From an optimization exercise on the open Yosys and OpenROAD flow, aimed at small area and a short achievable clock period; shortcuts taken in it are not production practice.
Function was not checked in any run shown here: the RTL went through the layout flow alone.
No activity file was given, so power comes from the tool's default toggle rates.

==> flow/design.v (outline; a module is shown in full before it is edited, if it fits) <==
// module work_zyq: 65 lines
// module zq_rca: 15 lines
// module zq_cneg: 14 lines
// module zq_bcd29: 66 lines
// module zq_ctl: 27 lines
// module zq_v4: 166 lines
// module zq_mul15: 607 lines
// module zq_div15: 614 lines
module work_zyq(CLK,rst,keystat,dataout);
  // ...
==> flow/flow/run.sh <==
#!/bin/bash
# Own layout flow: the standard synthesis and layout, except that
#  - Yosys skips the quick ABC pass inside synth (-noabc), extracts full/half adder
#    cells only in the modules listed in flow/fa_modules.txt (kept apart until mapping,
#    then flattened like the rest), and maps the logic with the area-oriented ABC script
#    in flow/abc.script (no gate upsizing); the next-state module zq_ctl is mapped with
#    ORFS's speed script;
#  - port buffers are buf_2 cells;
#  - the resizer's repair_timing aims at the slack in flow/margin.txt (the SDC's clock is
#    unchanged).
# Each tool's full output goes to a log file in the work folder.
set -euo pipefail
WORK=$(pwd)
FL=$WORK/flow
MARGIN=$(cat "$FL/margin.txt")
FAMODS=$(cat "$FL/fa_modules.txt")

sed -e "s#^source \$::env(SCRIPTS_DIR)/synth_preamble.tcl#source \$::env(SCRIPTS_DIR)/synth_preamble.tcl\nset abc_fast \$abc_args\nset abc_args [lreplace \$abc_args 1 1 $FL/abc.script]#" \
    -e "s#^  extract_fa {\*}\[dont_use_extract_fa_args\]\$#  extract_fa {*}[dont_use_extract_fa_args] $FAMODS#" \
    -e "s#^  log_cmd abc {\*}\$abc_args\$#  log_cmd abc {*}\$abc_fast zq_ctl\n  log_cmd abc {*}\$abc_args \$::env(DESIGN_NAME) $FAMODS#" \
  "$FLOW_HOME/scripts/synth.tcl" > "$WORK/own_synth.tcl"
grep -q "lreplace \$abc_args 1 1" "$WORK/own_synth.tcl"
grep -q "abc_fast zq_ctl" "$WORK/own_synth.tcl"
grep -q "extract_fa {\*}\[dont_use_extract_fa_args\] $FAMODS" "$WORK/own_synth.tcl"
sed "s#\$::env(SCRIPTS_DIR)/synth.tcl#$WORK/own_synth.tcl#" "$WORK/synth_recipe.tcl" > "$WORK/own_synth_recipe.tcl"
grep -q "own_synth.tcl" "$WORK/own_synth_recipe.tcl"
sed "s#SYNTH_SCRIPT=[^ ]*#SYNTH_SCRIPT=$WORK/own_synth_recipe.tcl#" "$WORK/standard.sh" > "$WORK/own_synth.sh"
grep -q "own_synth_recipe.tcl" "$WORK/own_synth.sh"

SYNTH_KEEP_MODULES="zq_ctl $FAMODS" SYNTH_ARGS=-noabc bash "$WORK/own_synth.sh" synth > "$WORK/synth.log" 2>&1
export BUFFER_PORTS_ARGS="-buffer_cell sky130_fd_sc_hd__buf_2"
export SETUP_SLACK_MARGIN=$MARGIN
bash "$WORK/standard.sh" > "$WORK/layout.log" 2>&1
test -f "$WORK/out/final.def"
==> flow/flow/abc.script <==
strash
dch
amap
topo
==> flow/flow/fa_modules.txt <==
zq_mul15
==> flow/flow/margin.txt <==
174.6
==> flow/standard.sh <==
#!/bin/bash
# synth_recipe.tcl (not shown) runs the flow's synth.tcl, then flattens the netlist and writes it again
# the make line also repeats each setting of config.mk as NAME=value (left out here)
make -C /OpenROAD-flow-scripts/flow DESIGN_CONFIG=/design/flow/config.mk WORK_HOME=/design/flow/orfs CLKGATE_MAP_FILE= SYNTH_SCRIPT=/design/flow/synth_recipe.tcl "${@:-finish}"
==> flow/config.mk <==
export PLATFORM = sky130hd
export DESIGN_NAME = work_zyq
export DESIGN_NICKNAME = work_zyq
export VERILOG_FILES = /design/flow/design.v
export SDC_FILE = /design/flow/constraint.sdc
export NUM_CORES = 8
export LEC_CHECK = 0
export CAP_MARGIN = 20
export CORE_MARGIN = 2
export CORE_UTILIZATION = 40
export SLEW_MARGIN = 20
==> flow/constraint.sdc <==
create_clock -name core_clock -period 220.0 [get_ports {CLK}]
set_input_delay 44.0000 -clock core_clock [delete_from_list [all_inputs] [get_ports {CLK}]]
set_output_delay 44.0000 -clock core_clock [all_outputs]
set_load 0.01 [all_outputs]
==> run_results.csv, run 1 <==
group,metric,value,unit
synthesis,synth_enable_flop_cells,0,
sta,worst_hold_slack,0.476,ns
worst_setup_path,timing.rr.start,"dataout[12]",
worst_setup_path,crit_path_max_incr_delay,0.42,ns
min_path,timing.hold.worst_endpoint,"dataout[31]",
synthesis,synth_xor_xnor_area_share,3.34,%
worst_setup_path,setup.reg_to_reg.worst_slack,179.43,ns
status,status,"finished clean",
synthesis,synthFlopType,"sky130_fd_sc_hd__dfxtp_1",
finish,post-route-cell-area,18100,um^2
clock_network,clkTransAtPathRegs,0.07,ns
worst_setup_path,worstPathArrival,45.45,ns
synthesis,synth_cell_type_count,64,
finish,regArea,1110,um^2
power,worst_ir_drop_vdd,0.00988,mV
floorplan,start_util,40.3,%
synthesis,dominant_combinational_cell_family_by_area_after_synthesis,"compound AO/OA/AOI/OAI gates",
drt,route.layer.met1.wl,23200,um
power,power_per_cell_area,7.57,nW/um^2
worst_setup_path,criticalPathCategory,"input pin to register",
floorplan,n_tap_cell,539,
power,p_clk,0.00000941,W
finish,multi_input_comb_area,14400,um^2
power,power.share.switching,58.2,%
clock_network,cts_resized,7,
finish,seqAreaFraction,6.13,%
worst_setup_path,worstPathBufferInverterCount,1,
finish,non_clock_buffer_area_share,2.86,%
synthesis,postSynthNetCount,2835,
drt,post_drt_via_cell_ratio,5.81,
drt,avgRoutedWirePerCell,16.1,um
power,static-leakage-power,6.92,nW
synthesis,synthCells,2645,
synthesis,post_synth.cell_area_avg,6.34,um^2
synthesis,yosys.area_share.simple,23.8,%
clock_network,cts_root_buffer,"sky130_fd_sc_hd__clkbuf_16",
power,power_switching,0.0000796,W
min_path,hold_path_class,"register to register",
==> run 2, diff against run 1 <==
--- a/flow/design.v
+++ b/flow/design.v
@@ -991,17 +991,20 @@
 	wire q_433, q_434, q_435, q_436, q_437, q_438, q_439, q_440, q_441, q_442, q_443, q_444, q_445, q_446, q_447, q_448;
 	wire q_449, q_450, q_451, q_452, q_453, q_454, q_455, q_456, q_457, q_458, q_459, q_460, q_461, q_462, q_463, q_464;
 	wire q_465, q_466, q_467, q_468, q_469, q_470, q_471, q_472, q_473, q_474, q_475, q_476, q_477, q_478, q_479, q_480;
 	wire q_481, q_482, q_483, q_484, q_485, q_486, q_487, q_488, q_489, q_490, q_491, q_492, q_493, q_494, q_495, q_496;
 	wire q_497, q_498, q_499, q_500, q_501, q_502, q_503, q_504, q_505, q_506, q_507, q_508, q_509, q_510, q_511, q_512;
 	wire q_513, q_514, q_515, q_516, q_517, q_518, q_519, q_520, q_521, q_522, q_523, q_524, q_525, q_526, q_527, q_528;
 	wire q_529, q_530, q_531, q_532, q_533, q_534, q_535, q_536, q_537, q_538, q_539, q_540, q_541, q_542, q_543, q_544;
 	wire q_545, q_546, q_547, q_548, q_549, q_550, q_551, q_552, q_553, q_554, q_555, q_556, q_557, q_558, q_559, q_560;
-	wire q_561, q_562, q_563, q_564, q_565, q_566, q_567, q_568, q_569, q_570, q_571, q_572, q_573;
+	wire q_561, q_562, q_563, q_564, q_565, q_566, q_567, q_568, q_569, q_570, q_571, q_572, q_573, q_574, q_575, q_576;
+	wire q_577, q_578, q_579, q_580, q_581, q_582, q_583, q_584, q_585, q_586, q_587, q_588, q_589, q_590, q_591, q_592;
+	wire q_593, q_594, q_595, q_596, q_597, q_598, q_599, q_600, q_601, q_602, q_603, q_604, q_605, q_606, q_607, q_608;
+	wire q_609, q_610, q_611, q_612, q_613, q_614;
 	assign q_1 = ~d[0];
 	assign q_2 = n[14] ^ q_1 ^ 1'b1;
 	assign q_3 = (n[14] & q_1) | (n[14] & 1'b1) | (q_1 & 1'b1);
 	assign q_4 = q_3 & ~|d[14:1];
 	assign q_5 = q_4 ? q_2 : n[14];
 	assign q_6 = ~d[0];
 	assign q_7 = ~d[1];
 	assign q_8 = n[13] ^ q_6 ^ 1'b1;
@@ -1291,284 +1294,325 @@
 	assign q_292 = q_266 ^ q_278 ^ q_291;
 	assign q_293 = (q_266 & q_278) | (q_266 & q_291) | (q_278 & q_291);
 	assign q_294 = q_267 ^ q_279 ^ q_293;
 	assign q_295 = (q_267 & q_279) | (q_267 & q_293) | (q_279 & q_293);
 	assign q_296 = q_268 ^ q_280 ^ q_295;
 	assign q_297 = (q_268 & q_280) | (q_268 & q_295) | (q_280 & q_295);
 	assign q_298 = q_269 ^ q_281 ^ q_297;
 	assign q_299 = (q_269 & q_281) | (q_269 & q_297) | (q_281 & q_297);
-	assign q_300 = q_270 ^ q_282 ^ q_299;
-	assign q_301 = (q_270 & q_282) | (q_270 & q_299) | (q_282 & q_299);
+	assign q_300 = q_270 ^ q_282;
+	assign q_301 = q_270 & q_282;
 	assign q_302 = q_271 ^ q_283 ^ q_301;
 	assign q_303 = (q_271 & q_283) | (q_271 & q_301) | (q_283 & q_301);
 	assign q_304 = q_272 ^ q_284 ^ q_303;
 	assign q_305 = (q_272 & q_284) | (q_272 & q_303) | (q_284 & q_303);
 	assign q_306 = q_273 ^ q_285 ^ q_305;
 	assign q_307 = (q_273 & q_285) | (q_273 & q_305) | (q_285 & q_305);
 	assign q_308 = q_274 ^ q_286 ^ q_307;
 	assign q_309 = (q_274 & q_286) | (q_274 & q_307) | (q_286 & q_307);
 	assign q_310 = q_275 ^ q_287 ^ q_309;
 	assign q_311 = (q_275 & q_287) | (q_275 & q_309) | (q_287 & q_309);
-	assign q_312 = q_311 & ~|d[14:12];
-	assign q_313 = q_312 ? q_288 : n[3];
-	assign q_314 = q_312 ? q_290 : q_265;
-	assign q_315 = q_312 ? q_292 : q_266;
-	assign q_316 = q_312 ? q_294 : q_267;
-	assign q_317 = q_312 ? q_296 : q_268;
-	assign q_318 = q_312 ? q_298 : q_269;
-	assign q_319 = q_312 ? q_300 : q_270;
-	assign q_320 = q_312 ? q_302 : q_271;
-	assign q_321 = q_312 ? q_304 : q_272;
-	assign q_322 = q_312 ? q_306 : q_273;
-	assign q_323 = q_312 ? q_308 : q_274;
-	assign q_324 = q_312 ? q_310 : q_275;
-	assign q_325 = ~d[0];
-	assign q_326 = ~d[1];
-	assign q_327 = ~d[2];
-	assign q_328 = ~d[3];
-	assign q_329 = ~d[4];
-	assign q_330 = ~d[5];
-	assign q_331 = ~d[6];
-	assign q_332 = ~d[7];
-	assign q_333 = ~d[8];
-	assign q_334 = ~d[9];
-	assign q_335 = ~d[10];
-	assign q_336 = ~d[11];
-	assign q_337 = ~d[12];
-	assign q_338 = n[2] ^ q_325 ^ 1'b1;
-	assign q_339 = (n[2] & q_325) | (n[2] & 1'b1) | (q_325 & 1'b1);
-	assign q_340 = q_313 ^ q_326 ^ q_339;
-	assign q_341 = (q_313 & q_326) | (q_313 & q_339) | (q_326 & q_339);
-	assign q_342 = q_314 ^ q_327 ^ q_341;
-	assign q_343 = (q_314 & q_327) | (q_314 & q_341) | (q_327 & q_341);
-	assign q_344 = q_315 ^ q_328 ^ q_343;
-	assign q_345 = (q_315 & q_328) | (q_315 & q_343) | (q_328 & q_343);
-	assign q_346 = q_316 ^ q_329 ^ q_345;
-	assign q_347 = (q_316 & q_329) | (q_316 & q_345) | (q_329 & q_345);
-	assign q_348 = q_317 ^ q_330 ^ q_347;
-	assign q_349 = (q_317 & q_330) | (q_317 & q_347) | (q_330 & q_347);
-	assign q_350 = q_318 ^ q_331 ^ q_349;
-	assign q_351 = (q_318 & q_331) | (q_318 & q_349) | (q_331 & q_349);
-	assign q_352 = q_319 ^ q_332 ^ q_351;
-	assign q_353 = (q_319 & q_332) | (q_319 & q_351) | (q_332 & q_351);
-	assign q_354 = q_320 ^ q_333 ^ q_353;
-	assign q_355 = (q_320 & q_333) | (q_320 & q_353) | (q_333 & q_353);
-	assign q_356 = q_321 ^ q_334 ^ q_355;
-	assign q_357 = (q_321 & q_334) | (q_321 & q_355) | (q_334 & q_355);
-	assign q_358 = q_322 ^ q_335 ^ q_357;
-	assign q_359 = (q_322 & q_335) | (q_322 & q_357) | (q_335 & q_357);
-	assign q_360 = q_323 ^ q_336 ^ q_359;
-	assign q_361 = (q_323 & q_336) | (q_323 & q_359) | (q_336 & q_359);
-	assign q_362 = q_324 ^ q_337 ^ q_361;
-	assign q_363 = (q_324 & q_337) | (q_324 & q_361) | (q_337 & q_361);
-	assign q_364 = q_363 & ~|d[14:13];
-	assign q_365 = q_364 ? q_338 : n[2];
-	assign q_366 = q_364 ? q_340 : q_313;
-	assign q_367 = q_364 ? q_342 : q_314;
-	assign q_368 = q_364 ? q_344 : q_315;
-	assign q_369 = q_364 ? q_346 : q_316;
-	assign q_370 = q_364 ? q_348 : q_317;
-	assign q_371 = q_364 ? q_350 : q_318;
-	assign q_372 = q_364 ? q_352 : q_319;
-	assign q_373 = q_364 ? q_354 : q_320;
-	assign q_374 = q_364 ? q_356 : q_321;
-	assign q_375 = q_364 ? q_358 : q_322;
-	assign q_376 = q_364 ? q_360 : q_323;
-	assign q_377 = q_364 ? q_362 : q_324;
-	assign q_378 = ~d[0];
-	assign q_379 = ~d[1];
-	assign q_380 = ~d[2];
-	assign q_381 = ~d[3];
-	assign q_382 = ~d[4];
-	assign q_383 = ~d[5];
-	assign q_384 = ~d[6];
-	assign q_385 = ~d[7];
-	assign q_386 = ~d[8];
-	assign q_387 = ~d[9];
-	assign q_388 = ~d[10];
-	assign q_389 = ~d[11];
-	assign q_390 = ~d[12];
-	assign q_391 = ~d[13];
-	assign q_392 = n[1] ^ q_378 ^ 1'b1;
-	assign q_393 = (n[1] & q_378) | (n[1] & 1'b1) | (q_378 & 1'b1);
-	assign q_394 = q_365 ^ q_379 ^ q_393;
-	assign q_395 = (q_365 & q_379) | (q_365 & q_393) | (q_379 & q_393);
-	assign q_396 = q_366 ^ q_380 ^ q_395;
-	assign q_397 = (q_366 & q_380) | (q_366 & q_395) | (q_380 & q_395);
-	assign q_398 = q_367 ^ q_381 ^ q_397;
-	assign q_399 = (q_367 & q_381) | (q_367 & q_397) | (q_381 & q_397);
-	assign q_400 = q_368 ^ q_382 ^ q_399;
-	assign q_401 = (q_368 & q_382) | (q_368 & q_399) | (q_382 & q_399);
-	assign q_402 = q_369 ^ q_383 ^ q_401;
-	assign q_403 = (q_369 & q_383) | (q_369 & q_401) | (q_383 & q_401);
-	assign q_404 = q_370 ^ q_384 ^ q_403;
-	assign q_405 = (q_370 & q_384) | (q_370 & q_403) | (q_384 & q_403);
-	assign q_406 = q_371 ^ q_385;
-	assign q_407 = q_371 & q_385;
-	assign q_408 = q_372 ^ q_386 ^ q_407;
-	assign q_409 = (q_372 & q_386) | (q_372 & q_407) | (q_386 & q_407);
-	assign q_410 = q_373 ^ q_387 ^ q_409;
-	assign q_411 = (q_373 & q_387) | (q_373 & q_409) | (q_387 & q_409);
-	assign q_412 = q_374 ^ q_388 ^ q_411;
-	assign q_413 = (q_374 & q_388) | (q_374 & q_411) | (q_388 & q_411);
-	assign q_414 = q_375 ^ q_389 ^ q_413;
-	assign q_415 = (q_375 & q_389) | (q_375 & q_413) | (q_389 & q_413);
-	assign q_416 = q_376 ^ q_390 ^ q_415;
-	assign q_417 = (q_376 & q_390) | (q_376 & q_415) | (q_390 & q_415);
-	assign q_418 = q_377 ^ q_391 ^ q_417;
-	assign q_419 = (q_377 & q_391) | (q_377 & q_417) | (q_391 & q_417);
-	assign q_420 = q_371 ^ q_385 ^ 1'b1;
-	assign q_421 = (q_371 & q_385) | (q_371 & 1'b1) | (q_385 & 1'b1);
-	assign q_422 = q_372 ^ q_386 ^ q_421;
-	assign q_423 = (q_372 & q_386) | (q_372 & q_421) | (q_386 & q_421);
-	assign q_424 = q_373 ^ q_387 ^ q_423;
-	assign q_425 = (q_373 & q_387) | (q_373 & q_423) | (q_387 & q_423);
-	assign q_426 = q_374 ^ q_388 ^ q_425;
-	assign q_427 = (q_374 & q_388) | (q_374 & q_425) | (q_388 & q_425);
-	assign q_428 = q_375 ^ q_389 ^ q_427;
-	assign q_429 = (q_375 & q_389) | (q_375 & q_427) | (q_389 & q_427);
-	assign q_430 = q_376 ^ q_390 ^ q_429;
-	assign q_431 = (q_376 & q_390) | (q_376 & q_429) | (q_390 & q_429);
-	assign q_432 = q_377 ^ q_391 ^ q_431;
-	assign q_433 = (q_377 & q_391) | (q_377 & q_431) | (q_391 & q_431);
-	assign q_434 = q_405 ? q_420 : q_406;
-	assign q_435 = q_405 ? q_422 : q_408;
-	assign q_436 = q_405 ? q_424 : q_410;
-	assign q_437 = q_405 ? q_426 : q_412;
-	assign q_438 = q_405 ? q_428 : q_414;
-	assign q_439 = q_405 ? q_430 : q_416;
-	assign q_440 = q_405 ? q_432 : q_418;
-	assign q_441 = q_405 ? q_433 : q_419;
-	assign q_442 = q_441 & ~|d[14:14];
-	assign q_443 = q_442 ? q_392 : n[1];
-	assign q_444 = q_442 ? q_394 : q_365;
-	assign q_445 = q_442 ? q_396 : q_366;
-	assign q_446 = q_442 ? q_398 : q_367;
-	assign q_447 = q_442 ? q_400 : q_368;
-	assign q_448 = q_442 ? q_402 : q_369;
-	assign q_449 = q_442 ? q_404 : q_370;
-	assign q_450 = q_442 ? q_434 : q_371;
-	assign q_451 = q_442 ? q_435 : q_372;
-	assign q_452 = q_442 ? q_436 : q_373;
-	assign q_453 = q_442 ? q_437 : q_374;
-	assign q_454 = q_442 ? q_438 : q_375;
-	assign q_455 = q_442 ? q_439 : q_376;
-	assign q_456 = q_442 ? q_440 : q_377;
-	assign q_457 = ~d[0];
-	assign q_458 = ~d[1];
-	assign q_459 = ~d[2];
-	assign q_460 = ~d[3];
-	assign q_461 = ~d[4];
-	assign q_462 = ~d[5];
-	assign q_463 = ~d[6];
-	assign q_464 = ~d[7];
-	assign q_465 = ~d[8];
-	assign q_466 = ~d[9];
-	assign q_467 = ~d[10];
-	assign q_468 = ~d[11];
-	assign q_469 = ~d[12];
-	assign q_470 = ~d[13];
-	assign q_471 = ~d[14];
-	assign q_472 = n[0] & q_457;
-	assign q_473 = n[0] ^ q_457;
-	assign q_474 = q_443 & q_458;
-	assign q_475 = q_443 ^ q_458;
-	assign q_476 = q_444 & q_459;
-	assign q_477 = q_444 ^ q_459;
-	assign q_478 = q_445 & q_460;
-	assign q_479 = q_445 ^ q_460;
-	assign q_480 = q_446 & q_461;
-	assign q_481 = q_446 ^ q_461;
-	assign q_482 = q_447 & q_462;
-	assign q_483 = q_447 ^ q_462;
-	assign q_484 = q_448 & q_463;
-	assign q_485 = q_448 ^ q_463;
-	assign q_486 = q_449 & q_464;
-	assign q_487 = q_449 ^ q_464;
-	assign q_488 = q_450 & q_465;
-	assign q_489 = q_450 ^ q_465;
-	assign q_490 = q_451 & q_466;
-	assign q_491 = q_451 ^ q_466;
-	assign q_492 = q_452 & q_467;
-	assign q_493 = q_452 ^ q_467;
-	assign q_494 = q_453 & q_468;
-	assign q_495 = q_453 ^ q_468;
-	assign q_496 = q_454 & q_469;
-	assign q_497 = q_454 ^ q_469;
-	assign q_498 = q_455 & q_470;
-	assign q_499 = q_455 ^ q_470;
-	assign q_500 = q_456 & q_471;
-	assign q_501 = q_456 ^ q_471;
-	assign q_502 = q_472 | (q_473 & 1'b1);
-	assign q_503 = q_474 | (q_475 & q_502);
-	assign q_504 = q_475 & q_473;
-	assign q_505 = q_478 | (q_479 & q_476);
-	assign q_506 = q_479 & q_477;
-	assign q_507 = q_482 | (q_483 & q_480);
-	assign q_508 = q_483 & q_481;
-	assign q_509 = q_486 | (q_487 & q_484);
-	assign q_510 = q_487 & q_485;
-	assign q_511 = q_490 | (q_491 & q_488);
-	assign q_512 = q_491 & q_489;
-	assign q_513 = q_494 | (q_495 & q_492);
-	assign q_514 = q_495 & q_493;
-	assign q_515 = q_498 | (q_499 & q_496);
-	assign q_516 = q_499 & q_497;
-	assign q_517 = q_476 | (q_477 & q_503);
-	assign q_518 = q_477 & q_504;
-	assign q_519 = q_505 | (q_506 & q_503);
-	assign q_520 = q_506 & q_504;
-	assign q_521 = q_484 | (q_485 & q_507);
-	assign q_522 = q_485 & q_508;
-	assign q_523 = q_509 | (q_510 & q_507);
-	assign q_524 = q_510 & q_508;
-	assign q_525 = q_492 | (q_493 & q_511);
-	assign q_526 = q_493 & q_512;
-	assign q_527 = q_513 | (q_514 & q_511);
-	assign q_528 = q_514 & q_512;
-	assign q_529 = q_500 | (q_501 & q_515);
-	assign q_530 = q_501 & q_516;
-	assign q_531 = q_480 | (q_481 & q_519);
-	assign q_532 = q_481 & q_520;
-	assign q_533 = q_507 | (q_508 & q_519);
-	assign q_534 = q_508 & q_520;
-	assign q_535 = q_521 | (q_522 & q_519);
-	assign q_536 = q_522 & q_520;
-	assign q_537 = q_523 | (q_524 & q_519);
-	assign q_538 = q_524 & q_520;
-	assign q_539 = q_496 | (q_497 & q_527);
-	assign q_540 = q_497 & q_528;
-	assign q_541 = q_515 | (q_516 & q_527);
-	assign q_542 = q_516 & q_528;
-	assign q_543 = q_529 | (q_530 & q_527);
-	assign q_544 = q_530 & q_528;
-	assign q_545 = q_488 | (q_489 & q_537);
-	assign q_546 = q_489 & q_538;
-	assign q_547 = q_511 | (q_512 & q_537);
-	assign q_548 = q_512 & q_538;
-	assign q_549 = q_525 | (q_526 & q_537);
-	assign q_550 = q_526 & q_538;
-	assign q_551 = q_527 | (q_528 & q_537);
-	assign q_552 = q_528 & q_538;
-	assign q_553 = q_539 | (q_540 & q_537);
-	assign q_554 = q_540 & q_538;
-	assign q_555 = q_541 | (q_542 & q_537);
-	assign q_556 = q_542 & q_538;
-	assign q_557 = q_543 | (q_544 & q_537);
-	assign q_558 = q_544 & q_538;
-	assign q_559 = q_473 ^ 1'b1;
-	assign q_560 = q_475 ^ q_502;
-	assign q_561 = q_477 ^ q_503;
-	assign q_562 = q_479 ^ q_517;
-	assign q_563 = q_481 ^ q_519;
-	assign q_564 = q_483 ^ q_531;
-	assign q_565 = q_485 ^ q_533;
-	assign q_566 = q_487 ^ q_535;
-	assign q_567 = q_489 ^ q_537;
-	assign q_568 = q_491 ^ q_545;
-	assign q_569 = q_493 ^ q_547;
-	assign q_570 = q_495 ^ q_549;
-	assign q_571 = q_497 ^ q_551;
-	assign q_572 = q_499 ^ q_553;
-	assign q_573 = q_501 ^ q_555;
-	assign q = {q_4, q_12, q_24, q_40, q_60, q_84, q_112, q_144, q_180, q_220, q_264, q_312, q_364, q_442, q_557};
+	assign q_312 = q_270 ^ q_282 ^ 1'b1;
+	assign q_313 = (q_270 & q_282) | (q_270 & 1'b1) | (q_282 & 1'b1);
+	assign q_314 = q_271 ^ q_283 ^ q_313;
+	assign q_315 = (q_271 & q_283) | (q_271 & q_313) | (q_283 & q_313);
+	assign q_316 = q_272 ^ q_284 ^ q_315;
+	assign q_317 = (q_272 & q_284) | (q_272 & q_315) | (q_284 & q_315);
+	assign q_318 = q_273 ^ q_285 ^ q_317;
+	assign q_319 = (q_273 & q_285) | (q_273 & q_317) | (q_285 & q_317);
+	assign q_320 = q_274 ^ q_286 ^ q_319;
+	assign q_321 = (q_274 & q_286) | (q_274 & q_319) | (q_286 & q_319);
+	assign q_322 = q_275 ^ q_287 ^ q_321;
+	assign q_323 = (q_275 & q_287) | (q_275 & q_321) | (q_287 & q_321);
+	assign q_324 = q_299 ? q_312 : q_300;
+	assign q_325 = q_299 ? q_314 : q_302;
+	assign q_326 = q_299 ? q_316 : q_304;
+	assign q_327 = q_299 ? q_318 : q_306;
+	assign q_328 = q_299 ? q_320 : q_308;
+	assign q_329 = q_299 ? q_322 : q_310;
+	assign q_330 = q_299 ? q_323 : q_311;
+	assign q_331 = q_330 & ~|d[14:12];
+	assign q_332 = q_331 ? q_288 : n[3];
+	assign q_333 = q_331 ? q_290 : q_265;
+	assign q_334 = q_331 ? q_292 : q_266;
+	assign q_335 = q_331 ? q_294 : q_267;
+	assign q_336 = q_331 ? q_296 : q_268;
+	assign q_337 = q_331 ? q_298 : q_269;
+	assign q_338 = q_331 ? q_324 : q_270;
+	assign q_339 = q_331 ? q_325 : q_271;
+	assign q_340 = q_331 ? q_326 : q_272;
+	assign q_341 = q_331 ? q_327 : q_273;
+	assign q_342 = q_331 ? q_328 : q_274;
+	assign q_343 = q_331 ? q_329 : q_275;
+	assign q_344 = ~d[0];
+	assign q_345 = ~d[1];
+	assign q_346 = ~d[2];
+	assign q_347 = ~d[3];
+	assign q_348 = ~d[4];
+	assign q_349 = ~d[5];
+	assign q_350 = ~d[6];
+	assign q_351 = ~d[7];
+	assign q_352 = ~d[8];
+	assign q_353 = ~d[9];
+	assign q_354 = ~d[10];
+	assign q_355 = ~d[11];
+	assign q_356 = ~d[12];
+	assign q_357 = n[2] ^ q_344 ^ 1'b1;
+	assign q_358 = (n[2] & q_344) | (n[2] & 1'b1) | (q_344 & 1'b1);
+	assign q_359 = q_332 ^ q_345 ^ q_358;
+	assign q_360 = (q_332 & q_345) | (q_332 & q_358) | (q_345 & q_358);
+	assign q_361 = q_333 ^ q_346 ^ q_360;
+	assign q_362 = (q_333 & q_346) | (q_333 & q_360) | (q_346 & q_360);
+	assign q_363 = q_334 ^ q_347 ^ q_362;
+	assign q_364 = (q_334 & q_347) | (q_334 & q_362) | (q_347 & q_362);
+	assign q_365 = q_335 ^ q_348 ^ q_364;
+	assign q_366 = (q_335 & q_348) | (q_335 & q_364) | (q_348 & q_364);
+	assign q_367 = q_336 ^ q_349 ^ q_366;
+	assign q_368 = (q_336 & q_349) | (q_336 & q_366) | (q_349 & q_366);
+	assign q_369 = q_337 ^ q_350;
+	assign q_370 = q_337 & q_350;
+	assign q_371 = q_338 ^ q_351 ^ q_370;
+	assign q_372 = (q_338 & q_351) | (q_338 & q_370) | (q_351 & q_370);
+	assign q_373 = q_339 ^ q_352 ^ q_372;
+	assign q_374 = (q_339 & q_352) | (q_339 & q_372) | (q_352 & q_372);
+	assign q_375 = q_340 ^ q_353 ^ q_374;
+	assign q_376 = (q_340 & q_353) | (q_340 & q_374) | (q_353 & q_374);
+	assign q_377 = q_341 ^ q_354 ^ q_376;
+	assign q_378 = (q_341 & q_354) | (q_341 & q_376) | (q_354 & q_376);
+	assign q_379 = q_342 ^ q_355 ^ q_378;
+	assign q_380 = (q_342 & q_355) | (q_342 & q_378) | (q_355 & q_378);
+	assign q_381 = q_343 ^ q_356 ^ q_380;
+	assign q_382 = (q_343 & q_356) | (q_343 & q_380) | (q_356 & q_380);
+	assign q_383 = q_337 ^ q_350 ^ 1'b1;
+	assign q_384 = (q_337 & q_350) | (q_337 & 1'b1) | (q_350 & 1'b1);
+	assign q_385 = q_338 ^ q_351 ^ q_384;
+	assign q_386 = (q_338 & q_351) | (q_338 & q_384) | (q_351 & q_384);
+	assign q_387 = q_339 ^ q_352 ^ q_386;
+	assign q_388 = (q_339 & q_352) | (q_339 & q_386) | (q_352 & q_386);
+	assign q_389 = q_340 ^ q_353 ^ q_388;
+	assign q_390 = (q_340 & q_353) | (q_340 & q_388) | (q_353 & q_388);
+	assign q_391 = q_341 ^ q_354 ^ q_390;
+	assign q_392 = (q_341 & q_354) | (q_341 & q_390) | (q_354 & q_390);
+	assign q_393 = q_342 ^ q_355 ^ q_392;
+	assign q_394 = (q_342 & q_355) | (q_342 & q_392) | (q_355 & q_392);
+	assign q_395 = q_343 ^ q_356 ^ q_394;
+	assign q_396 = (q_343 & q_356) | (q_343 & q_394) | (q_356 & q_394);
+	assign q_397 = q_368 ? q_383 : q_369;
+	assign q_398 = q_368 ? q_385 : q_371;
+	assign q_399 = q_368 ? q_387 : q_373;
+	assign q_400 = q_368 ? q_389 : q_375;
+	assign q_401 = q_368 ? q_391 : q_377;
+	assign q_402 = q_368 ? q_393 : q_379;
+	assign q_403 = q_368 ? q_395 : q_381;
+	assign q_404 = q_368 ? q_396 : q_382;
+	assign q_405 = q_404 & ~|d[14:13];
+	assign q_406 = q_405 ? q_357 : n[2];
+	assign q_407 = q_405 ? q_359 : q_332;
+	assign q_408 = q_405 ? q_361 : q_333;
+	assign q_409 = q_405 ? q_363 : q_334;
+	assign q_410 = q_405 ? q_365 : q_335;
+	assign q_411 = q_405 ? q_367 : q_336;
+	assign q_412 = q_405 ? q_397 : q_337;
+	assign q_413 = q_405 ? q_398 : q_338;
+	assign q_414 = q_405 ? q_399 : q_339;
+	assign q_415 = q_405 ? q_400 : q_340;
+	assign q_416 = q_405 ? q_401 : q_341;
+	assign q_417 = q_405 ? q_402 : q_342;
+	assign q_418 = q_405 ? q_403 : q_343;
+	assign q_419 = ~d[0];
+	assign q_420 = ~d[1];
+	assign q_421 = ~d[2];
+	assign q_422 = ~d[3];
+	assign q_423 = ~d[4];
+	assign q_424 = ~d[5];
+	assign q_425 = ~d[6];
+	assign q_426 = ~d[7];
+	assign q_427 = ~d[8];
+	assign q_428 = ~d[9];
+	assign q_429 = ~d[10];
+	assign q_430 = ~d[11];
+	assign q_431 = ~d[12];
+	assign q_432 = ~d[13];
+	assign q_433 = n[1] ^ q_419 ^ 1'b1;
+	assign q_434 = (n[1] & q_419) | (n[1] & 1'b1) | (q_419 & 1'b1);
+	assign q_435 = q_406 ^ q_420 ^ q_434;
+	assign q_436 = (q_406 & q_420) | (q_406 & q_434) | (q_420 & q_434);
+	assign q_437 = q_407 ^ q_421 ^ q_436;
+	assign q_438 = (q_407 & q_421) | (q_407 & q_436) | (q_421 & q_436);
+	assign q_439 = q_408 ^ q_422 ^ q_438;
+	assign q_440 = (q_408 & q_422) | (q_408 & q_438) | (q_422 & q_438);
+	assign q_441 = q_409 ^ q_423 ^ q_440;
+	assign q_442 = (q_409 & q_423) | (q_409 & q_440) | (q_423 & q_440);
+	assign q_443 = q_410 ^ q_424 ^ q_442;
+	assign q_444 = (q_410 & q_424) | (q_410 & q_442) | (q_424 & q_442);
+	assign q_445 = q_411 ^ q_425 ^ q_444;
+	assign q_446 = (q_411 & q_425) | (q_411 & q_444) | (q_425 & q_444);
+	assign q_447 = q_412 ^ q_426;
+	assign q_448 = q_412 & q_426;
+	assign q_449 = q_413 ^ q_427 ^ q_448;
+	assign q_450 = (q_413 & q_427) | (q_413 & q_448) | (q_427 & q_448);
+	assign q_451 = q_414 ^ q_428 ^ q_450;
+	assign q_452 = (q_414 & q_428) | (q_414 & q_450) | (q_428 & q_450);
+	assign q_453 = q_415 ^ q_429 ^ q_452;
+	assign q_454 = (q_415 & q_429) | (q_415 & q_452) | (q_429 & q_452);
+	assign q_455 = q_416 ^ q_430 ^ q_454;
+	assign q_456 = (q_416 & q_430) | (q_416 & q_454) | (q_430 & q_454);
+	assign q_457 = q_417 ^ q_431 ^ q_456;
+	assign q_458 = (q_417 & q_431) | (q_417 & q_456) | (q_431 & q_456);
+	assign q_459 = q_418 ^ q_432 ^ q_458;
+	assign q_460 = (q_418 & q_432) | (q_418 & q_458) | (q_432 & q_458);
+	assign q_461 = q_412 ^ q_426 ^ 1'b1;
+	assign q_462 = (q_412 & q_426) | (q_412 & 1'b1) | (q_426 & 1'b1);
+	assign q_463 = q_413 ^ q_427 ^ q_462;
+	assign q_464 = (q_413 & q_427) | (q_413 & q_462) | (q_427 & q_462);
+	assign q_465 = q_414 ^ q_428 ^ q_464;
+	assign q_466 = (q_414 & q_428) | (q_414 & q_464) | (q_428 & q_464);
+	assign q_467 = q_415 ^ q_429 ^ q_466;
+	assign q_468 = (q_415 & q_429) | (q_415 & q_466) | (q_429 & q_466);
+	assign q_469 = q_416 ^ q_430 ^ q_468;
+	assign q_470 = (q_416 & q_430) | (q_416 & q_468) | (q_430 & q_468);
+	assign q_471 = q_417 ^ q_431 ^ q_470;
+	assign q_472 = (q_417 & q_431) | (q_417 & q_470) | (q_431 & q_470);
+	assign q_473 = q_418 ^ q_432 ^ q_472;
+	assign q_474 = (q_418 & q_432) | (q_418 & q_472) | (q_432 & q_472);
+	assign q_475 = q_446 ? q_461 : q_447;
+	assign q_476 = q_446 ? q_463 : q_449;
+	assign q_477 = q_446 ? q_465 : q_451;
+	assign q_478 = q_446 ? q_467 : q_453;
+	assign q_479 = q_446 ? q_469 : q_455;
+	assign q_480 = q_446 ? q_471 : q_457;
+	assign q_481 = q_446 ? q_473 : q_459;
+	assign q_482 = q_446 ? q_474 : q_460;
+	assign q_483 = q_482 & ~|d[14:14];
+	assign q_484 = q_483 ? q_433 : n[1];
+	assign q_485 = q_483 ? q_435 : q_406;
+	assign q_486 = q_483 ? q_437 : q_407;
+	assign q_487 = q_483 ? q_439 : q_408;
+	assign q_488 = q_483 ? q_441 : q_409;
+	assign q_489 = q_483 ? q_443 : q_410;
+	assign q_490 = q_483 ? q_445 : q_411;
+	assign q_491 = q_483 ? q_475 : q_412;
+	assign q_492 = q_483 ? q_476 : q_413;
+	assign q_493 = q_483 ? q_477 : q_414;
+	assign q_494 = q_483 ? q_478 : q_415;
+	assign q_495 = q_483 ? q_479 : q_416;
+	assign q_496 = q_483 ? q_480 : q_417;
+	assign q_497 = q_483 ? q_481 : q_418;
+	assign q_498 = ~d[0];
+	assign q_499 = ~d[1];
+	assign q_500 = ~d[2];
+	assign q_501 = ~d[3];
+	assign q_502 = ~d[4];
+	assign q_503 = ~d[5];
+	assign q_504 = ~d[6];
+	assign q_505 = ~d[7];
+	assign q_506 = ~d[8];
+	assign q_507 = ~d[9];
+	assign q_508 = ~d[10];
+	assign q_509 = ~d[11];
+	assign q_510 = ~d[12];
+	assign q_511 = ~d[13];
+	assign q_512 = ~d[14];
+	assign q_513 = n[0] & q_498;
+	assign q_514 = n[0] ^ q_498;
+	assign q_515 = q_484 & q_499;
+	assign q_516 = q_484 ^ q_499;
+	assign q_517 = q_485 & q_500;
+	assign q_518 = q_485 ^ q_500;
+	assign q_519 = q_486 & q_501;
+	assign q_520 = q_486 ^ q_501;
+	assign q_521 = q_487 & q_502;
+	assign q_522 = q_487 ^ q_502;
+	assign q_523 = q_488 & q_503;
+	assign q_524 = q_488 ^ q_503;
+	assign q_525 = q_489 & q_504;
+	assign q_526 = q_489 ^ q_504;
+	assign q_527 = q_490 & q_505;
+	assign q_528 = q_490 ^ q_505;
+	assign q_529 = q_491 & q_506;
+	assign q_530 = q_491 ^ q_506;
+	assign q_531 = q_492 & q_507;
+	assign q_532 = q_492 ^ q_507;
+	assign q_533 = q_493 & q_508;
+	assign q_534 = q_493 ^ q_508;
+	assign q_535 = q_494 & q_509;
+	assign q_536 = q_494 ^ q_509;
+	assign q_537 = q_495 & q_510;
+	assign q_538 = q_495 ^ q_510;
+	assign q_539 = q_496 & q_511;
+	assign q_540 = q_496 ^ q_511;
+	assign q_541 = q_497 & q_512;
+	assign q_542 = q_497 ^ q_512;
+	assign q_543 = q_513 | (q_514 & 1'b1);
+	assign q_544 = q_515 | (q_516 & q_543);
+	assign q_545 = q_516 & q_514;
+	assign q_546 = q_519 | (q_520 & q_517);
+	assign q_547 = q_520 & q_518;
+	assign q_548 = q_523 | (q_524 & q_521);
+	assign q_549 = q_524 & q_522;
+	assign q_550 = q_527 | (q_528 & q_525);
+	assign q_551 = q_528 & q_526;
+	assign q_552 = q_531 | (q_532 & q_529);
+	assign q_553 = q_532 & q_530;
+	assign q_554 = q_535 | (q_536 & q_533);
+	assign q_555 = q_536 & q_534;
+	assign q_556 = q_539 | (q_540 & q_537);
+	assign q_557 = q_540 & q_538;
+	assign q_558 = q_517 | (q_518 & q_544);
+	assign q_559 = q_518 & q_545;
+	assign q_560 = q_546 | (q_547 & q_544);
+	assign q_561 = q_547 & q_545;
+	assign q_562 = q_525 | (q_526 & q_548);
+	assign q_563 = q_526 & q_549;
+	assign q_564 = q_550 | (q_551 & q_548);
+	assign q_565 = q_551 & q_549;
+	assign q_566 = q_533 | (q_534 & q_552);
+	assign q_567 = q_534 & q_553;
+	assign q_568 = q_554 | (q_555 & q_552);
+	assign q_569 = q_555 & q_553;
+	assign q_570 = q_541 | (q_542 & q_556);
+	assign q_571 = q_542 & q_557;
+	assign q_572 = q_521 | (q_522 & q_560);
+	assign q_573 = q_522 & q_561;
+	assign q_574 = q_548 | (q_549 & q_560);
+	assign q_575 = q_549 & q_561;
+	assign q_576 = q_562 | (q_563 & q_560);
+	assign q_577 = q_563 & q_561;
+	assign q_578 = q_564 | (q_565 & q_560);
+	assign q_579 = q_565 & q_561;
+	assign q_580 = q_537 | (q_538 & q_568);
+	assign q_581 = q_538 & q_569;
+	assign q_582 = q_556 | (q_557 & q_568);
+	assign q_583 = q_557 & q_569;
+	assign q_584 = q_570 | (q_571 & q_568);
+	assign q_585 = q_571 & q_569;
+	assign q_586 = q_529 | (q_530 & q_578);
+	assign q_587 = q_530 & q_579;
+	assign q_588 = q_552 | (q_553 & q_578);
+	assign q_589 = q_553 & q_579;
+	assign q_590 = q_566 | (q_567 & q_578);
+	assign q_591 = q_567 & q_579;
+	assign q_592 = q_568 | (q_569 & q_578);
+	assign q_593 = q_569 & q_579;
+	assign q_594 = q_580 | (q_581 & q_578);
+	assign q_595 = q_581 & q_579;
+	assign q_596 = q_582 | (q_583 & q_578);
+	assign q_597 = q_583 & q_579;
+	assign q_598 = q_584 | (q_585 & q_578);
+	assign q_599 = q_585 & q_579;
+	assign q_600 = q_514 ^ 1'b1;
+	assign q_601 = q_516 ^ q_543;
+	assign q_602 = q_518 ^ q_544;
+	assign q_603 = q_520 ^ q_558;
+	assign q_604 = q_522 ^ q_560;
+	assign q_605 = q_524 ^ q_572;
+	assign q_606 = q_526 ^ q_574;
+	assign q_607 = q_528 ^ q_576;
+	assign q_608 = q_530 ^ q_578;
+	assign q_609 = q_532 ^ q_586;
+	assign q_610 = q_534 ^ q_588;
+	assign q_611 = q_536 ^ q_590;
+	assign q_612 = q_538 ^ q_592;
+	assign q_613 = q_540 ^ q_594;
+	assign q_614 = q_542 ^ q_596;
+	assign q = {q_4, q_12, q_24, q_40, q_60, q_84, q_112, q_144, q_180, q_220, q_264, q_331, q_405, q_483, q_598};
 endmodule
==> run_results.csv, run 2 <==
group,metric,value,unit
finish,layout.nets,2913,
synthesis,async_flop_share,0,%
floorplan,start_util,40.5,%
synthesis,synth_enable_flop_cells,0,
synthesis,synth.ff_latch_count,55,
synthesis,yosysMostFrequentCell,"sky130_fd_sc_hd__nor2_1",
synthesis,synth.yosys.warnings,2,
drt,post_drt_via_cell_ratio,5.83,
placement,place_ws,173.69,ns
clock_network,cts_max_path_buffers,2,
finish,mostFrequentLayoutCell,"sky130_fd_sc_hd__nor2_1",
drt,detailedRoute.firstPassIterationCount,6,
status,status,"finished clean",
power,power_per_cell_area,8.91,nW/um^2
worst_setup_path,setup.reg_to_reg.worst_slack,180.39,ns
clock_network,clock_tree_from_tritoncts,"done",
sta,setup_total_negative_slack,0,ns
min_path,hold_start,"dataout[29]",
worst_setup_path,ff2ff_path_depth,249,
min_path,timing.hold.worst_endpoint,"dataout[29]",
finish,final_core_utilization,43.0,%
floorplan,core_region_area,41900,um^2
synthesis,synth.top_cells.by_count,"sky130_fd_sc_hd__nor2_1, sky130_fd_sc_hd__o21ai_0, sky130_fd_sc_hd__clkinv_1",
placement,place.port_buffers,38,
synthesis,postSynthNetCount,2886,
finish,filler_cell_count,4343,
clock_network,worstSkewPairLatency,0.29,ns
sta,period_needed,45.18,ns
finish,syn2layout_area_growth,6.21,%
worst_setup_path,timing.rr.start,"dataout[9]",
clock_network,cts_root_buffer,"sky130_fd_sc_hd__clkbuf_16",
worst_setup_path,worst_r2r_endpoint,"dataout[0]",
power,static-leakage-power,6.77,nW
drt,avgRoutedWirePerCell,16.0,um
floorplan,area_of_the_die,44100,um^2
sta,setup_ws,174.82,ns
global_route,grt_antenna_before_repair,0,
finish,diodes,0,
global_route,grt_overflow_total,0,
placement,gp_congestion,0.884,
sta,max-slew-margin-rel,37.0,%
sta,timing.clock.skew,0.0103,ns
sta,worst_hold_slack,0.478,ns
finish,largest_register_ffs,32,
clock_network,clock_sink_count,55,
placement,post-dp-hpwl,40400,um
global_route,groute.usage.overall,23.4,%
min_path,hold_path_class,"register to register",
drt,via_count,19000,
global_route,grt_start_max_net_pins,57,
sta,fmax,22.1,MHz
drt,ant_nets,0,
worst_setup_path,setup.worst_path.end_class,"register",
finish,layout.cells.most_common_list,"sky130_fd_sc_hd__nor2_1, sky130_fd_sc_hd__o21ai_0, sky130_fd_sc_hd__clkinv_1",
finish,post-route-cell-area,18000,um^2
sta,setup_repair_after_global_routing_missed_its_margin,"no",
synthesis,synth_cell_type_count,61,
finish,drive_gt1_share,4.63,%
clock_network,htree_num_levels,2,
worst_setup_path,worstPathArrival,45.36,ns
worst_setup_path,criticalPathCategory,"input pin to register",
finish,regMostFlops,"dataout",
job,cap_violations,0,
power,worst_ir_drop_vdd,0.0124,mV
synthesis,synth_top_area_share,19.8,%
clock_network,cts_buffers,5,
min_path,timing.hold.worst_path_depth,2,
synthesis,synth_top_cell_by_area,"sky130_fd_sc_hd__fa_1",
sta,finalHoldViolations,0,
finish,reg_top3,"dataout (32), first (15), prestat (5)",
sta,final_max_slew_viol_count,0,
synthesis,netlist_area,17000,um^2
synthesis,seq_area_frac_synth,6.49,%
synthesis,synthCells,2696,
synthesis,post_synth.cell_area_avg,6.29,um^2
clock_network,post_cts_hold_buffer_count,0,
floorplan,rows,75,
sta,setup_violation_total_in_the_final_timing_report,0,
floorplan,die_h,210,um
worst_setup_path,critPathLaunchType,"input pin",
drt,drtIter0Drc,1506,
floorplan,die_width,210,um
clock_network,clkTransAtPathRegs,0.07,ns
synthesis,synth_top_cells_by_area,"sky130_fd_sc_hd__fa_1, sky130_fd_sc_hd__nor2_1, sky130_fd_sc_hd__o21ai_0, sky130_fd_sc_hd__a21oi_1, sky130_fd_sc_hd__dfxtp_1",
sta,worstMarginPinSlew,0.922,ns
sta,fin_crit_sh,20.5,%
drt,drt_drc_violations_left,0,
floorplan,ios,39,
worst_setup_path,data_required_time_of_the_critical_path,220.18,ns
placement,post_dp_cell_area,17700,um^2
synthesis,synthFlopType,"sky130_fd_sc_hd__dfxtp_1",
global_route,global_route_wire_length_before_repair,86000,um
worst_setup_path,max_fanout_on_critical_path,32,
drt,wirelength,52300,um
global_route,grt_pass1_vias,17800,
## run 2: changes by cell type after synthesis, sizes merged, moves of 5 or more
cell / before / now
nand2: 202 / 228
or3: 3 / 9
o21ai: 305 / 337
xor2: 52 / 42
nor2b: 28 / 33
a21boi: 5 / 0
a211oi: 76 / 67
a31oi: 3 / 8
o22a: 37 / 51
a21oi: 253 / 248
## run 2: layer usage
metal / track usage [%] / share of wire, % / vias up
li1: - / - / 9551
met5: 0 / 0 / -
met3: 2.16 / 6.0 / 85
met1: 30.5 / 44 / 8840
met4: 5.89 / 2.4 / 0
met2: 41.8 / 48 / 537
## run 2: cell families after synthesis
group           synth area share (%)
mux                             1.33
fa+ha+maj                       20.9
xor+xnor                        2.63
compound gates                  35.3
buf+inv                         8.88
simple gates                    24.4
flops                           6.49
## run 2: worst max-delay path, cell delays in order
cell and delay (ns):
sky130_fd_sc_hd__buf_2 0.14, sky130_fd_sc_hd__xnor2_1 0.22, sky130_fd_sc_hd__nand3_2 0.16, sky130_fd_sc_hd__o21ba_2 0.47, sky130_fd_sc_hd__o32ai_1 0.35
## run 2: final cells by class
| class | instances | area (um^2) | share of cell area, % |
|---|---|---|---|
| Clock inverter | 1 | 5.00 | 0.0278 |
| Multi-Input combinational cell | 2277 | 14500 | 80.3 |
| Inverter | 314 | 1180 | 6.54 |
| Timing Repair Buffer | 70 | 449 | 2.49 |
| Clock buffer | 7 | 133 | 0.736 |
| Tap cell | 539 | 674 | 3.74 |
| Sequential cell | 55 | 1100 | 6.12 |
## run 2: metrics by stage
stage / power, W / cells
after global placement: 0.000144 / 3249
after floorplan: 0.000122 / 2696
after global routing: 0.000180 / 3263
after detailed placement: 0.000149 / 3249
final: 0.000161 / 3263
after CTS: 0.000157 / 3258
## run 2: how the worst max path moves through the flow
stage,start,end,slack [ns],cells past startpoint
final,keystat[2],dataout[22],174.82,5
after global routing,dataout[9],dataout[0],174.60,250
after CTS,rst,dataout[22],174.71,5
after detailed placement,rst,dataout[22],173.69,5
after global placement,rst,dataout[30],173.77,5
after floorplan,keystat[1],first[10],174.69,6
## run 2: repair_timing
item	4_1_cts	5_1_grt
resized for setup	3	37
setup buffers	1	5
pin swaps	1	4
endpoints found under the hold margin	0	0
setup endpoints to repair	50	17
## run 2: per-module statistics from Yosys (local to each module, per instance)
module / flip-flops and latches / cell area (um^2)
work_zyq: 55 / 11000
zq_ctl: 0 / 1270
zq_mul15: 0 / 4720
## run 2: report_power, final
part | leakage, nW | internal (W) | total (W) | switching, W
sequential | 0.446 | 0.0000102 | 0.0000105 | 0.000000340
clock | 0.0679 | 0.00000422 | 0.00000770 | 0.00000348
combinational | 6.25 | 0.0000491 | 0.000142 | 0.0000934
total | 6.77 | 0.0000634 | 0.000161 | 0.0000972

==> port drivers added, routing unchanged <==
The flow's constraints put no driver on any port. The routed layouts listed below were extracted and timed again, unchanged, in two steps. Step 1 sets driving cells, clkbuf_16 on the clock port and buf_2 on the other inputs (assumed; they add their load-dependent delay and slew). Step 2 times the ports against the registers' clock, not the clock port: input delays grow and output delays shrink by t, the midpoint of the rising clock arrivals with the driver on. a / b / c = ideal ports / drivers / drivers and shift; a / b = the first two.
run	shift t [ns]	slack for setup (ns)	worst setup path after step 2	slew at the worst register clock pin (ns)	cell pins on the clock port's net
run 1	0.338	174.691 / 174.684 / 174.347	input to register	0.07 / 0.07	1
run 2	0.324	174.823 / 174.822 / 174.518	input to register	0.07 / 0.07	1
After both steps every run listed still meets setup and hold. For run 1, which loses most, drivers alone change the setup slack by -0.007 ns; drivers and shift together by -0.344 ns.
